From an optimization exercise on the open Yosys and OpenROAD flow, aimed at small area; shortcuts taken in it are not production practice. The RTL was checked by simulation tests, not by an equivalence proof against the original design.

## flow/design.v (module list and top-level ports; edited modules follow where they fit)
// module dds_mul2: 1004 lines
// module dds_angle_0: 13 lines
// module dds_angle_1: 18 lines
// module dds_angle_2: 18 lines
// module dds_angle_3: 18 lines
// module dds_angle_4: 18 lines
// module dds_angle_5: 15 lines
// module dds_xy_table: 61 lines
// module dds_addsub: 17 lines
// module dds_sine: 91 lines
// module dds_tone: 37 lines
// module dds_fa: 10 lines
// module dds_ha: 9 lines
// module dds_rca: 18 lines
// module dds_phase_add: 30 lines
// module tx_dds: 74 lines
module tx_dds (
  input           clk,
  input           dac_dds_format,
  input           dac_data_sync,
  input           dac_valid,
  input   [15:0]  tone_1_scale,
  input   [15:0]  tone_2_scale,
  input   [15:0]  tone_1_init_offset,
  input   [15:0]  tone_2_init_offset,
  input   [15:0]  tone_1_freq_word,
  input   [15:0]  tone_2_freq_word,
  output  [11:0]  dac_dds_data
);
  // ...
==> flow/flow/run.sh <==
#!/bin/bash
# Layout with the standard flow (standard.sh), unchanged synthesis, with
# two placement/CTS options set through ORFS's own variables:
#  - port buffers use the smallest buffer (buf_1) instead of clkdlybuf4s50_1;
#  - clock tree with clkbuf_8 and larger sink clusters, without dummy loads.
set -euo pipefail
cd "$(dirname "$0")/.."
bash standard.sh synth > synth.log 2>&1
export BUFFER_PORTS_ARGS="-buffer_cell sky130_fd_sc_hd__buf_1"
export CTS_ARGS="-sink_clustering_enable -repair_clock_nets -dont_use_dummy_load -buf_list sky130_fd_sc_hd__clkbuf_8 -sink_clustering_size 20 -sink_clustering_max_diameter 50"
bash standard.sh > layout.log 2>&1
==> flow/standard.sh <==
#!/bin/bash
# synth_recipe.tcl (not shown) runs the flow's synth.tcl, then flattens the netlist and writes it again
# the make line also repeats each setting of config.mk as NAME=value (left out here)
make -C /OpenROAD-flow-scripts/flow DESIGN_CONFIG=/design/flow/config.mk WORK_HOME=/design/flow/orfs CLKGATE_MAP_FILE= SYNTH_SCRIPT=/design/flow/synth_recipe.tcl "${@:-finish}"
==> flow/config.mk <==
export PLATFORM = sky130hd
export DESIGN_NAME = tx_dds
export DESIGN_NICKNAME = tx_dds
export VERILOG_FILES = /design/flow/design.v
export SDC_FILE = /design/flow/constraint.sdc
export NUM_CORES = 4
export LEC_CHECK = 0
export ABC_AREA = 1
export CAP_MARGIN = 5
export CORE_MARGIN = 2
export CORE_UTILIZATION = 70
export GPL_TIMING_DRIVEN = 0
export SLEW_MARGIN = 5
==> flow/constraint.sdc <==
create_clock -name core_clock -period 7.0 [get_ports {clk}]
set_input_delay 1.4000 -clock core_clock [delete_from_list [all_inputs] [get_ports {clk}]]
set_output_delay 1.4000 -clock core_clock [all_outputs]
set_load 0.01 [all_outputs]
==> run summary, run 1 <==
----------------------------------------------------
[Outcome]
  Run status ... complete, no violations

[Global routing]
  Global Route met2 Usage ... 0.514
  Congestion Overflow GR ... 0
  Highest-utilization routing layer at the global route stage ... met2
  Largest net degree at the start of global routing ... 21

[Cells and area]
  Count of filler cells inserted in the layout ... 4149
  Final design area excluding fillers ... 44800 um2
  Area delta synth->final ... 6.00%
  Ant. Diodes ... 2
  Share of the final layout cell area in sequential cells ... 0.349
  Top library cells by usage in the layout, fill and taps aside ... dfxtp_1, inv_1, fa_1, nand2_1, xor2_1
  Top class by area ... multi-input combinational cells

[Placement]
  HPWL after detailed placement ... 69400 um
  DP Cell Count ... 4938
  Count of input and output buffers ... 109
  Worst slack, placed ... -0.416 ns

[Die]
  Num tapcells ... 782

[Critical path]
  Category of cells accounting for the largest share of critical-path delay ... adder cells
  Data required time at the worst endpoint ... 7.60 ns
  Nature of the critical path startpoint ... flip-flop
  WS Path Type ... flip-flop to flip-flop

[Yosys]
  Yosys top cell by area ... dfxtp_1
  Synth top area share ... 0.369
  Flops & latches, synth ... 780
  Biggest area contributors in the synthesized netlist ... dfxtp_1, fa_1, xor2_1
  Async set or reset register ratio after synthesis ... 0

[Route]
  Total vias in the final route ... 27.0k
  Top routing layer in use ... met5
  First drt pass iteration count ... 6

[Timing]
  Fmax ... 149 MHz
  Final worst hold slack ... 0.270 ns

[Job]
  Max-cap viol count ... 0

[Clock tree]
  Quantity of gates resized following cts ... 11
  Clk sink count ... 780
  CTS tree ... done

[Hold path]
  Worst hold path class ... flip-flop to flip-flop

----------------------------------------------------
==> run 2: changes to the inputs <==
--- a/flow/config.mk
+++ b/flow/config.mk
@@ -9,5 +9,4 @@
 export CAP_MARGIN = 5
 export CORE_MARGIN = 2
 export CORE_UTILIZATION = 70
-export GPL_TIMING_DRIVEN = 0
 export SLEW_MARGIN = 5
==> run summary, run 2 <==
----------------------------------------------------
[Yosys]
  Primary flip-flop cell chosen by synthesis mapping ... dfxtp_1 (unchanged)
  Yosys warnings ... 3 (unchanged)
  Most frequent cell after synthesis ... dfxtp_1 (unchanged)
  Async set or reset register ratio after synthesis ... 0 (unchanged)
  Part of the Yosys area used for sequential elements ... 0.369 (unchanged)
  Post-synthesis instance total ... 4045 (unchanged)
  Post-synth net total ... 4845 (unchanged)
  Post-synthesis instance area ... 42300 um2 (unchanged)
  Biggest area contributors in the synthesized netlist ... dfxtp_1, fa_1, xor2_1 (unchanged)
  Number of flops mapped to enable cells by yosys ... 0 (unchanged)
  Synth top area share ... 0.369 (unchanged)
  Synthesized area per cell ... 10.5 um2 (unchanged)
  Flops & latches, synth ... 780 (unchanged)
  Leading post-synthesis cells by instance count ... dfxtp_1, inv_1, fa_1 (unchanged)
  Unique cell type count in the Yosys netlist ... 51 (unchanged)
  Yosys top cell by area ... dfxtp_1 (unchanged)

[Route]
  Number of nets with antenna violations after routing ... 0 (unchanged)
  Initial drt markers ... 1826 (was 2053)
  Routed length per placed instance ... 17.1 um (was 17.5 um)
  Vias per Instance ... 5.45 (was 5.37)
  Total vias in the final route ... 26.8k (was 27.0k)
  First drt pass iteration count ... 6 (unchanged)
  Final WL ... 84200 um (was 87500 um)
  Number of remaining DRC errors ... 0 (unchanged)

[Timing]
  Fin. max-slew vios ... 0 (unchanged)
  Tcrit/Tclk final ... 0.948 (was 0.959)
  Final setup vio count ... 0 (unchanged)
  Setup TNS ... 0 ns (unchanged)
  Tightest Pin Transition ... 1.11 ns (was 1.09 ns)
  Fmax ... 151 MHz (was 149 MHz)
  Clock Skews ... 0.0858 ns (was 0.0983 ns)
  Final Critical Period ... 6.64 ns (was 6.72 ns)
  Hold Violations, Final ... 0 (unchanged)
  Headroom to the max-slew limit ... 0.259 (was 0.268)

[Die]
  Core footprint ... 60000 um2 (unchanged)
  Number of ports placed on the die boundary ... 112 (unchanged)
  Floorplan die width ... 250 um (unchanged)
  Die Outline Area ... 62400 um2 (unchanged)
  Rows ... 90 (unchanged)
  Floorplan die height ... 250 um (unchanged)
  Initial core utilization ... 0.704 (unchanged)

[Critical path]
  Data required time at the worst endpoint ... 7.58 ns (was 7.60 ns)
  Highest-delay cell along the critical path ... fa_1 (unchanged)
  Endpoint class of the critical path ... flip-flop (unchanged)
  Delay of the slowest cell on the worst path ... 0.46 ns (about the same)
  Nature of the critical path startpoint ... flip-flop (unchanged)
  Critical path's most frequent cell ... fa_2 (unchanged)
  WS Path Type ... flip-flop to flip-flop (unchanged)
  Worst path arrival time ... 7.22 ns (was 7.32 ns)
  Highest net fanout along the worst path ... 2 (was 3)
  Ordered cell list for the critical path ... ha_1, inv_1, fa_1, inv_1, fa_1, fa_2, fa_2, fa_2, fa_2, fa_2, fa_2, fa_1, fa_2, fa_1, nor2_1, a21oi_1, fa_2, fa_1, xnor2_1, xor2_1, nand2_1, a31oi_1 (was ha_1, inv_1, fa_1, inv_1, fa_1, fa_2, fa_2, fa_2, fa_2, fa_2, fa_1, fa_2, fa_2, fa_2, nor2_1, a21oi_1, fa_1, fa_1, xnor2_1, xor2_1, nand2_1, a31oi_1)

[Cells and area]
  Final net count ... 4935 (was 5034)
  Post-route insts no fill ... 4917 (was 5016)
  Top library cells by usage in the layout, fill and taps aside ... dfxtp_1, inv_1, fa_1, nand2_1, xor2_1 (unchanged)
  Most common cell after layout, fill and taps aside ... dfxtp_1 (unchanged)
  Flip-flop count of the largest register, all copies and words added ... 72 (unchanged)
  Register with the highest flop count ... dly (unchanged)
  Share of layout cells above drive strength 1 ... 0.0489 (was 0.0425)
  Utilization after layout ... 0.743 (was 0.747)
  Area delta synth->final ... 5.45% (was 6.00%)
  Final design area excluding fillers ... 44600 um2 (was 44800 um2)

[Clock tree]
  Post-CTS repair timing setup buffer count ... 0 (unchanged)
  Clock latency of the later-clocked register in the worst-skew pair ... 0.68 ns (was 0.67 ns)
  H-tree level count ... 3 (unchanged)
  Worst-path clk slew ... 0.11 ns (was 0.10 ns)
  Clock tree root driver cell ... clkbuf_8 (unchanged)
  Post-cts hold buffer count ... 0 (unchanged)
  Clk sink count ... 780 (unchanged)
  Clock buffer count from CTS ... 68 (was 66)
  CTS tree ... done (unchanged)
  Clock Path Buffers ... 3 (unchanged)

[Global routing]
  Congestion Overflow GR ... 0 (unchanged)
  Global-route wire length before repair ... 140000 um (was 143000 um)
  GRT Total Usage ... 0.281 (was 0.292)
  Via count of the first global-routing pass ... 29.0k (was 28.5k)
  Number of antenna violations at the first check in global routing ... 5 (was 6)
  Largest net degree at the start of global routing ... 47 (was 21)

[Placement]
  Cell area after placement ... 43600 um2 (was 43700 um2)
  Final weighted congestion of routability-driven global placement ... 0.943 (was 0.995)
  Count of input and output buffers ... 111 (was 109)
  DP Cell Count ... 4847 (was 4938)
  HPWL after detailed placement ... 66100 um (was 69400 um)

[Hold path]
  Worst hold path class ... flip-flop to flip-flop (unchanged)

[Outcome]
  Run status ... complete, no violations (unchanged)

[Job]
  Max-cap viol count ... 0 (unchanged)

----------------------------------------------------
[run 2: repair_timing]
item,CTS,global route
gates resized for setup,6,11
endpoints found under the setup margin,2,6
cloned,0,0
pin swaps,1,2
[run 2: through the flow]
step           hold WS [ns]  setup WS [ns]
2_1_floorplan         0.310         0.0863
3_3_place_gp          0.309        -0.0357
3_5_place_dp          0.312         -0.151
4_1_cts               0.251        0.00985
5_1_grt               0.250       -0.00465
6_report              0.256          0.361
[run 2: final timing paths]
path            endpoint  depth (start not counted)       start  slack [ns]
max          phase_1[15]                         22  phase_1[0]        0.36
min              dly[16]                          0      dly[4]        0.26
max reg2reg  phase_1[15]                         22  phase_1[0]        0.36
min reg2reg      dly[16]                          0      dly[4]        0.26
[run 2: area by class of cell]
cell class / count / area (um2)
flip-flops and latches: 780 / 15600
fillers: 4153 / 15400
diodes: 2 / 5.00
inverters: 715 / 2690
multi-input cells: 2382 / 23300
repair buffers: 188 / 1010
clock buffers: 68 / 936
well taps: 782 / 978
[run 2: cell families after synthesis]
logic type,count (synthesis),share of synthesized area
adder cells (fa/ha/maj),700,0.312
buffers and inverters,883,0.0799
flip-flops,780,0.369
AO/OA/AOI/OAI,518,0.0746
AND/OR/NAND/NOR,686,0.0647
XOR/XNOR,478,0.0996
[run 2: routing by layer]
layer  share of wire  wire length [um]  vias up  track usage
met3           0.053              4460      273       0.0450
met1            0.39             32400    13200        0.334
li1                -                 -    12500            -
met4           0.048              4030        6        0.126
met5         0.00043                36        -            0
met2            0.51             43200      822        0.503
[run 2: worst max-delay path: cells and delay by family, from the launching register on]
family | cells | cell delay (ns)
AO/OA/AOI/OAI | 2 | 0.20
AND/OR/NAND/NOR | 2 | 0.17
adder cells (fa/ha/maj) | 14 | 5.42
buffers and inverters | 2 | 0.14
XOR/XNOR | 2 | 0.33
flip-flops | 1 | 0.32
==> run 3: changes to the inputs <==
--- a/flow/config.mk
+++ b/flow/config.mk
@@ -8,5 +8,5 @@
 export ABC_AREA = 1
 export CAP_MARGIN = 5
 export CORE_MARGIN = 2
-export CORE_UTILIZATION = 70
+export CORE_UTILIZATION = 80
 export SLEW_MARGIN = 5
==> run summary, run 3 <==
----------------------------------------------------
[Yosys]
  Synthesized area per cell ... 10.5 um2 (unchanged)
  Part of the Yosys area used for sequential elements ... 0.369 (unchanged)
  Yosys warnings ... 3 (unchanged)
  Biggest area contributors in the synthesized netlist ... dfxtp_1, fa_1, xor2_1 (unchanged)
  Unique cell type count in the Yosys netlist ... 51 (unchanged)
  Most frequent cell after synthesis ... dfxtp_1 (unchanged)
  Yosys top cell by area ... dfxtp_1 (unchanged)
  Number of flops mapped to enable cells by yosys ... 0 (unchanged)
  Primary flip-flop cell chosen by synthesis mapping ... dfxtp_1 (unchanged)
  Flops & latches, synth ... 780 (unchanged)
  Post-synthesis instance area ... 42300 um2 (unchanged)
  Synth top area share ... 0.369 (unchanged)
  Leading post-synthesis cells by instance count ... dfxtp_1, inv_1, fa_1 (unchanged)
  Async set or reset register ratio after synthesis ... 0 (unchanged)
  Post-synthesis instance total ... 4045 (unchanged)
  Post-synth net total ... 4845 (unchanged)

[Hold path]
  Depth of the worst hold-timing path ... 0 (unchanged)
  Worst min-delay path endpoint ... dly[32] (was dly[16])
  Worst hold path class ... flip-flop to flip-flop (unchanged)
  Launch instance of the worst min-delay path ... dly[20] (was dly[4])

[Clock tree]
  CTS tree ... done (unchanged)
  Clock latency of the later-clocked register in the worst-skew pair ... 0.69 ns (was 0.68 ns)
  Clock Path Buffers ... 3 (unchanged)
  Clock buffer count from CTS ... 55 (was 68)
  Clock tree root driver cell ... clkbuf_8 (unchanged)
  Post-cts hold buffer count ... 0 (unchanged)
  Clk sink count ... 780 (unchanged)
  Worst-path clk slew ... 0.11 ns (about the same)
  H-tree level count ... 2 (was 3)

[Die]
  Initial core utilization ... 0.806 (was 0.704)
  Die Outline Area ... 54700 um2 (was 62400 um2)
  Floorplan die height ... 234 um (was 250 um)
  Rows ... 84 (was 90)
  Number of ports placed on the die boundary ... 112 (unchanged)
  Core footprint ... 52400 um2 (was 60000 um2)
  Floorplan die width ... 234 um (was 250 um)

[Global routing]
  Congestion Overflow GR ... 0 (unchanged)
  Via count of the first global-routing pass ... 30.3k (was 29.0k)
  GRT Total Usage ... 0.368 (was 0.281)
  Largest net degree at the start of global routing ... 47 (unchanged)
  Number of antenna violations at the first check in global routing ... 11 (was 5)
  Global-route wire length before repair ... 155000 um (was 140000 um)

[Timing]
  Headroom to the max-slew limit ... 0.265 (was 0.259)
  Tcrit/Tclk final ... 0.968 (was 0.948)
  Final Critical Period ... 6.78 ns (was 6.64 ns)
  Setup slack after layout ... 0.222 ns (was 0.361 ns)
  Final setup vio count ... 0 (unchanged)
  Tightest Pin Transition ... 1.10 ns (was 1.11 ns)
  Fmax ... 148 MHz (was 151 MHz)
  Clock Skews ... 0.0853 ns (was 0.0858 ns)
  Hold Violations, Final ... 0 (unchanged)
  Fin. max-slew vios ... 0 (unchanged)

[Cells and area]
  Most common cell after layout, fill and taps aside ... dfxtp_1 (unchanged)
  Share of layout cells above drive strength 1 ... 0.0452 (was 0.0489)
  Utilization after layout ... 0.844 (was 0.743)
  Seq. cell area ... 15600 um2 (about the same)
  Area delta synth->final ... 4.69% (was 5.45%)
  Top library cells by usage in the layout, fill and taps aside ... dfxtp_1, inv_1, fa_1, nand2_1, xor2_1 (unchanged)
  Total area of multi-input combinational cells ... 23400 um2 (was 23300 um2)
  Count of filler cells inserted in the layout ... 2688 (was 4153)
  Flip-flop count of the largest register, all copies and words added ... 72 (unchanged)
  Register with the highest flop count ... dly (unchanged)
  Final net count ... 4917 (was 4935)

[Critical path]
  Critical path's most frequent cell ... fa_2 (unchanged)
  WS Path Type ... flip-flop to flip-flop (unchanged)
  Reg2reg path depth ... 22 (unchanged)
  FF-to-FF Start ... incr_0[0] (was phase_1[0])
  Category of cells accounting for the largest share of critical-path delay ... adder cells (unchanged)
  Endpoint class of the critical path ... flip-flop (unchanged)
  Flop2flop setup slack ... 0.22 ns (was 0.36 ns)
  Highest-delay cell along the critical path ... fa_1 (unchanged)
  Delay of the slowest cell on the worst path ... 0.48 ns (was 0.46 ns)
  Capturing point of the worst reg2reg path ... phase_0[15] (was phase_1[15])
  Worst path arrival time ... 7.39 ns (was 7.22 ns)
  Data required time at the worst endpoint ... 7.61 ns (was 7.58 ns)
  Buffers plus inverters on the worst setup path ... 2 (unchanged)
  Nature of the critical path startpoint ... flip-flop (unchanged)
  Ordered cell list for the critical path ... ha_1, inv_1, fa_1, inv_1, fa_2, fa_2, fa_1, fa_2, fa_2, fa_2, fa_2, fa_1, fa_1, fa_2, nor2_2, a21oi_1, fa_1, fa_1, xnor2_1, xor2_1, nand2_1, a31oi_1 (was ha_1, inv_1, fa_1, inv_1, fa_1, fa_2, fa_2, fa_2, fa_2, fa_2, fa_2, fa_1, fa_2, fa_1, nor2_1, a21oi_1, fa_2, fa_1, xnor2_1, xor2_1, nand2_1, a31oi_1)
  Highest net fanout along the worst path ... 2 (unchanged)

[Route]
  Vias per Instance ... 5.86 (was 5.45)
  Routed length per placed instance ... 20.3 um (was 17.1 um)
  Number of remaining DRC errors ... 0 (unchanged)
  Final WL ... 97500 um (was 84200 um)
  First drt pass iteration count ... 8 (was 6)
  Total vias in the final route ... 28.2k (was 26.8k)
  Initial drt markers ... 2998 (was 1826)
  Number of nets with antenna violations after routing ... 0 (unchanged)

[Outcome]
  Run status ... complete, no violations (unchanged)

[Placement]
  Final weighted congestion of routability-driven global placement ... 0.967 (was 0.943)
  Count of input and output buffers ... 111 (unchanged)
  HPWL after detailed placement ... 73200 um (was 66100 um)
  Worst slack, placed ... -0.177 ns (was -0.151 ns)

[Job]
  Max-cap viol count ... 0 (unchanged)

----------------------------------------------------
[run 3: cell counts after synthesis]
Identical to the previous run, type by type.
[run 3: metal layers]
metal | vias to the layer above | GRT usage | wire length (um)
met5 | - | 0 | 97
met4 | 14 | 0.189 | 5630
met3 | 462 | 0.0855 | 8190
met2 | 1439 | 0.654 | 50400
met1 | 13800 | 0.412 | 33200
li1 | 12500 | - | -
[run 3: worst max-delay path by stage]
stage / from / slack (ns) / depth (start not counted) / to
after CTS: incr_0[0] / 0.04 / 22 / phase_0[15]
after global routing: incr_0[0] / -0.005 / 22 / phase_0[15]
final: incr_0[0] / 0.22 / 22 / phase_0[15]
after floorplan: i_tone_1.a0[10] / 0.09 / 26 / i_tone_1.a1[8]
after global placement: incr_0[0] / -0.02 / 22 / phase_0[15]
after detailed placement: incr_1[0] / -0.18 / 22 / phase_1[15]
[run 3: cells by family (layout without fill, tap and decap cells)]
logic type | after synthesis | in the layout | synth area share
other | 0 | 5 | 0
xor gates and xnor gates | 478 | 478 | 0.0996
DFF | 780 | 780 | 0.369
AOI/OAI and AO/OA | 518 | 518 | 0.0746
buffers and inverters | 883 | 953 | 0.0799
and+or+nand+nor | 686 | 686 | 0.0647
adders and majority gates | 700 | 700 | 0.312
[run 3: repair_timing]
| action | 4_1_cts | 5_1_grt |
|---|---|---|
| gates resized for setup | 8 | 12 |
| setup endpoints to repair | 3 | 6 |
| setup buffers | 0 | 0 |
| pin swaps | 2 | 3 |
[run 3: per-stage QoR]
| stage | hold WS (ns) | setup TNS (ns) | instances | instance area [um2] |
|---|---|---|---|---|
| finish | 0.263 | 0 | 4808 | 44300 |
| floorplan | 0.310 | 0 | 4045 | 42300 |
| global placement | 0.310 | -0.0195 | 4748 | 43400 |
| detailed placement | 0.312 | -0.353 | 4748 | 43400 |
| CTS | 0.251 | 0 | 4803 | 44200 |
| global route | 0.249 | -0.00516 | 4805 | 44200 |
[run 3: layout make-up]
class,instances,share of cell area
timing repair buffer,183,0.0219
inverter,715,0.0607
clock buffer,55,0.0171
multi-input combinational,2382,0.528
antenna,5,0.000283
sequential,780,0.353
tap,688,0.0195

port drivers added, routing unchanged:
In the flow no input, the clock included, has a driving cell. The finished layouts below were timed again as built, in two steps.
Step 1 sets driving cells, clkbuf_16 on the clock port and buf_2 on the other inputs (assumed; they add their load-dependent delay and slew).
Step 2 also shifts input and output timing later by t, the mid clock arrival at the registers, as if the neighbouring blocks saw the same clock.
a / b / c = no drivers / after step 1 / after step 2; a / b = the first two.
run | t (ns) | slack for setup (ns) | worst setup path at the end
run 1 | 0.694 | 0.284 / 0.284 / 0.129 | input to register
run 2 | 0.698 | 0.361 / 0.361 / 0.361 | register to register
run 3 | 0.710 | 0.222 / 0.222 / 0.176 | input to register
After both steps every run listed still meets setup and hold. For run 1, which loses most, drivers alone change the setup slack by 0.000 ns; drivers and shift together by -0.155 ns.
